This design comes from an exercise in tuning for small area, a short achievable clock period and few clock cycles per item on the open sky130 flow, not from production work. In this exercise RTL edits were held to simulation tests only and were not proved equivalent to the original.

<file path="flow/run.sh">
#!/bin/bash
# synth_recipe.tcl (not shown) runs the flow's synth.tcl, then flattens the netlist and writes it again
# the make line also repeats each setting of config.mk as NAME=value (left out here)
make -C /OpenROAD-flow-scripts/flow DESIGN_CONFIG=/design/flow/config.mk WORK_HOME=/design/flow/orfs CLKGATE_MAP_FILE= SYNTH_SCRIPT=/design/flow/synth_recipe.tcl finish
</file>
<file path="flow/config.mk">
export PLATFORM = sky130hd
export DESIGN_NAME = matrixMultiplierSmall
export DESIGN_NICKNAME = matrixMultiplierSmall
export VERILOG_FILES = /design/flow/design.v
export SDC_FILE = /design/flow/constraint.sdc
export NUM_CORES = 4
export LEC_CHECK = 0
export CAP_MARGIN = 20
export CORE_MARGIN = 2
export CORE_UTILIZATION = 40
export PLACE_DENSITY = 0.6
export SLEW_MARGIN = 20
</file>
<file path="flow/constraint.sdc">
create_clock -name core_clock -period 8.0 [get_ports {clk}]
set_input_delay 1.6000 -clock core_clock [delete_from_list [all_inputs] [get_ports {clk}]]
set_output_delay 1.6000 -clock core_clock [all_outputs]
set_load 0.01 [all_outputs]
</file>
<file path="flow/design.v">
module multiplierBlock #(
    parameter int WIDTH = 16,
    parameter int N = 3
)(
    input  logic [N*WIDTH-1:0]   a,
    input  logic [N*WIDTH-1:0]   b,
    output logic [2*WIDTH-1:0]   dot
);
logic signed [WIDTH-1:0]   x [N];
logic signed [WIDTH-1:0]   y [N];
logic signed [2*WIDTH-1:0] p [N];
always_comb begin
    for (int k = 0; k < N; k++) begin
        x[k] = a[k*WIDTH +: WIDTH];
        y[k] = b[k*WIDTH +: WIDTH];
        p[k] = x[k] * y[k];
    end
    dot = p[0] + p[1] + p[2];
end
endmodule
module systolicArray #(
    parameter int WIDTH = 16,
    parameter int N = 3
) (
    input  logic [N*N*WIDTH-1:0]   matrixA,
    input  logic [N*N*WIDTH-1:0]   matrixB,
    output logic [N*N*2*WIDTH-1:0] product
);
genvar i, j;
generate
    for (i = 0; i < N; i = i + 1) begin : row_loop
        for (j = 0; j < N; j = j + 1) begin : col_loop
            multiplierBlock #(
                .WIDTH(WIDTH),
                .N(N)
            ) mb (
                .a   (matrixA[i*N*WIDTH +: N*WIDTH]),
                .b   ({matrixB[(2*N+j)*WIDTH +: WIDTH], matrixB[(1*N+j)*WIDTH +: WIDTH], matrixB[(0*N+j)*WIDTH +: WIDTH]}),
                .dot (product[(i*N+j)*2*WIDTH +: 2*WIDTH])
            );
        end
    end
endgenerate
endmodule
module dataOrchestrator;
endmodule
module matrixMultiplierSmall #(
    parameter int WIDTH = 16,
    parameter int N = 3
)(
    input  logic        clk,
    input  logic        rst_n,
    input  logic        start,
    input  logic [N*N*WIDTH-1:0] matrixA,
    input  logic [N*N*WIDTH-1:0] matrixB,
    output logic [N*N*2*WIDTH-1:0] resultMatrix,
    output logic        done
);
    logic [N*N*2*WIDTH-1:0] product;
    systolicArray #(
        .WIDTH(WIDTH),
        .N(N)
    ) systolicArr (
        .matrixA (matrixA),
        .matrixB (matrixB),
        .product (product)
    );
    always_ff @(posedge clk) begin
        done <= start & rst_n;
        if (start)
            resultMatrix <= product;
    end
endmodule
</file>
==> results.txt <==
[registers in the layout (all words and copies together), names as in the netlist]
signal        flops
done              1
resultMatrix    288
[cell usage after synthesis, drive strengths merged (90+ instances only)]
cell type | count | share of area (%)
a21o | 90 | 0.24
a21oi | 171 | 0.31
and2 | 2986 | 6.7
clkbuf | 1431 | 1.9
edfxtp | 288 | 3.1
fa | 8085 | 58
ha | 1764 | 7.9
inv | 9397 | 13
nand2 | 3578 | 4.8
nand2b | 236 | 0.53
nor2 | 196 | 0.26
nor2b | 158 | 0.36
o21ai | 100 | 0.18
xnor2 | 488 | 1.5
[timing repair]
item / 4_1_cts / 5_1_grt
cloned: 49 / 3
buffers inserted: 236 / 84
pin swaps: 492 / 312
gates resized for setup: 1001 / 327
setup endpoints to repair: 159 / 170
[through the flow]
step / cells / util (%)
3_3_place_gp: 40800 / 46.1
5_1_grt: 41300 / 47.6
3_5_place_dp: 40800 / 46.1
6_report: 41400 / 47.6
2_1_floorplan: 29400 / -
4_1_cts: 41200 / 47.3
[final timing paths]
check,end,start,cells after the start,slack [ns]
max,resultMatrix[158]$_DFFE_PP_,matrixB[115],28,-0.77
min,resultMatrix[84]$_DFFE_PP_,start,1,1.18
[routing by layer]
metal / GRT usage, % / up-vias
met5: 0 / -
met4: 12.1 / 34
met3: 4.91 / 1277
met2: 43.0 / 5760
met1: 34.7 / 105000
li1: - / 86000
[final cells by class]
class                   instances  area, um2
diodes                         83        208
clock inverters                37        313
clock buffers                  47       1180
multi-input cells           18300     234000
repair buffers               3958      39600
well taps                    9240      11600
flip-flops and latches        289       8670
fillers                     65000     363000
inverters                    9400      35300
[cell families after synthesis]
family | after synthesis
fa+ha+maj | 9849
flops | 289
xor+xnor | 573
mux | 1
buf+inv | 10800
compound gates | 587
simple gates | 7292
[critical path, cell delays in order]
cell and delay, ns:
buf_12 0.12, buf_4 0.17, and2_1 0.17, fa_1 0.50, inv_1 0.06, fa_1 0.49
fa_1 0.52, fa_1 0.51, inv_1 0.06, fa_1 0.57, fa_2 0.48, fa_1 0.52
inv_1 0.05, fa_1 0.46, fa_1 0.53, inv_2 0.05, ha_4 0.23, and2_4 0.13
a221o_1 0.32, buf_4 0.15, a41o_4 0.26, a221oi_4 0.32, a211o_1 0.22, a211oi_2 0.10
o21ai_2 0.16, a21oi_2 0.09, o41a_1 0.33, xor2_1 0.16
==> qor.txt <==
Post-synthesis adder-cell area fraction: 66.1%
Worst setup SP type: input port
Placement row count: 306
Final period utilization: 110%
Required @ worst endpoint: 8.58 ns
Most frequent cells in the layout: 9,242 x inv_1, 7,854 x fa_1, 3,479 x nand2_1
Worst-case clock buffer depth: 3
Final Hold Vio Count: 0
GRT Util Overall: 26.5%
Number of cells produced by synthesis: 29.4k
Synth Area in Simple Gates: 13.0%
Mux share of post-synthesis cell area: 0.00360%
CTS tree: built
Initial antenna violation count: 140
CP Class: input port to flop
Arrival time worst endpoint: 9.35 ns
Routed wire length: 906,000 um
Crit-path max FO: 9
Placed inst area: 320,000 um2
Main synth FF type: edfxtp_1
Via count: 198k
Async S/R FF share, synth: 0%
Total grt overflow: 0
Top sig layer: met5
Core Area: 694,000 um2
Layout area overhead: 18.7%
Outcome: finished with violations
IO Count: 580
Port Buffers: 579
Syn nets: 39.6k
Max_slew headroom: 25.3%
Chip height: 838 um
Mean Syn Cell Area: 9.46 um2
Final worst setup slack: -0.775 ns
Largest family of logic cells by synthesized area: adder cells
Metal3 WL: 68,000 um
Met2 wire length: 422,000 um
Syn. warnings: 5
Clock slew at reported path FFs: 0.06 ns
Num Clock Sinks: 289
First-pass GRT wire length: 1,390,000 um
Wl on met1: 364,000 um
# Max-Cap Violations: 0
Detail Route Antenna Nets: 0
WHS: 1.18 ns
Num CTS Buffers: 45
Vias/cell: 4.79
Commonest non-fill, non-tap cell in the layout: inv_1
Setup TNS: -46.18 ns
Slew @ Worst Pin: 1.12 ns
Post-Place Setup Slack: -2.09 ns
Area of the die: 703,000 um2
Final RePlAce weighted congestion: 0.929
Area share of xor/xnor cells in the synthesized design: 1.80%
Final net count: 42.1k
Fmax: 114 MHz
Finished Cell Area: 330,000 um2
Share of cells above drive strength 1: 14.8%
Number of global-route vias before repair: 223k
Seq/Total Area, Yosys: 3.11%
Root Buffer: clkbuf_16
Initial DRC Count: 12.2k
Die Wd: 838 um
CP endpoint kind: flop
Pin count of the biggest net entering global routing: 81
Tightest Hold Check Type: input port to flop
RSZ-0062 raised after global routing: true
Initial core utilization: 40.1%
Number of synthesized register bits: 289
Synth unique cells: 79
Slew Limit Fails: 0
Number of synthesized flops with an enable pin: 288
Routed WL per cell: 21.9 um
Dpl hpwl: 796,000 um
Compound-gate portion of the synthesized area: 1.41%
Fail Reasons: negative setup slack
First-pass DRT Iterations: 8
Min cycle time layout: 8.77 ns
Final setup vio count: 141
Post-synthesis cell area: 278,000 um2
H-Tree Depth: 2
Hold Buf Count CTS: 0
DRC viols: 0
Testbench counts, summed over its fixed seeds: cycles 1,608, items 1,600.

-- re-timing with driven ports --
In the flow no input, the clock included, has a driving cell. The finished layout below was timed again as built, in two steps. Step 1 sets driving cells, clkbuf_16 on the clock port and buf_2 on the other inputs (assumed; they add their load-dependent delay and slew). Step 2 times the ports against the registers' clock, not the clock port: input delays grow and output delays shrink by t, the midpoint of the rising clock arrivals with the driver on. Three values: no drivers, after step 1, after step 2; two values: the first two.
shift t [ns]: 0.935
setup slack, ns: -0.775 / -0.876 / -1.812
worst setup path after step 2: input to register
worst register clock-pin slew, ns: 0.09 / 0.09
For this run, drivers alone change the setup slack by -0.101 ns; drivers and shift together by -1.037 ns.
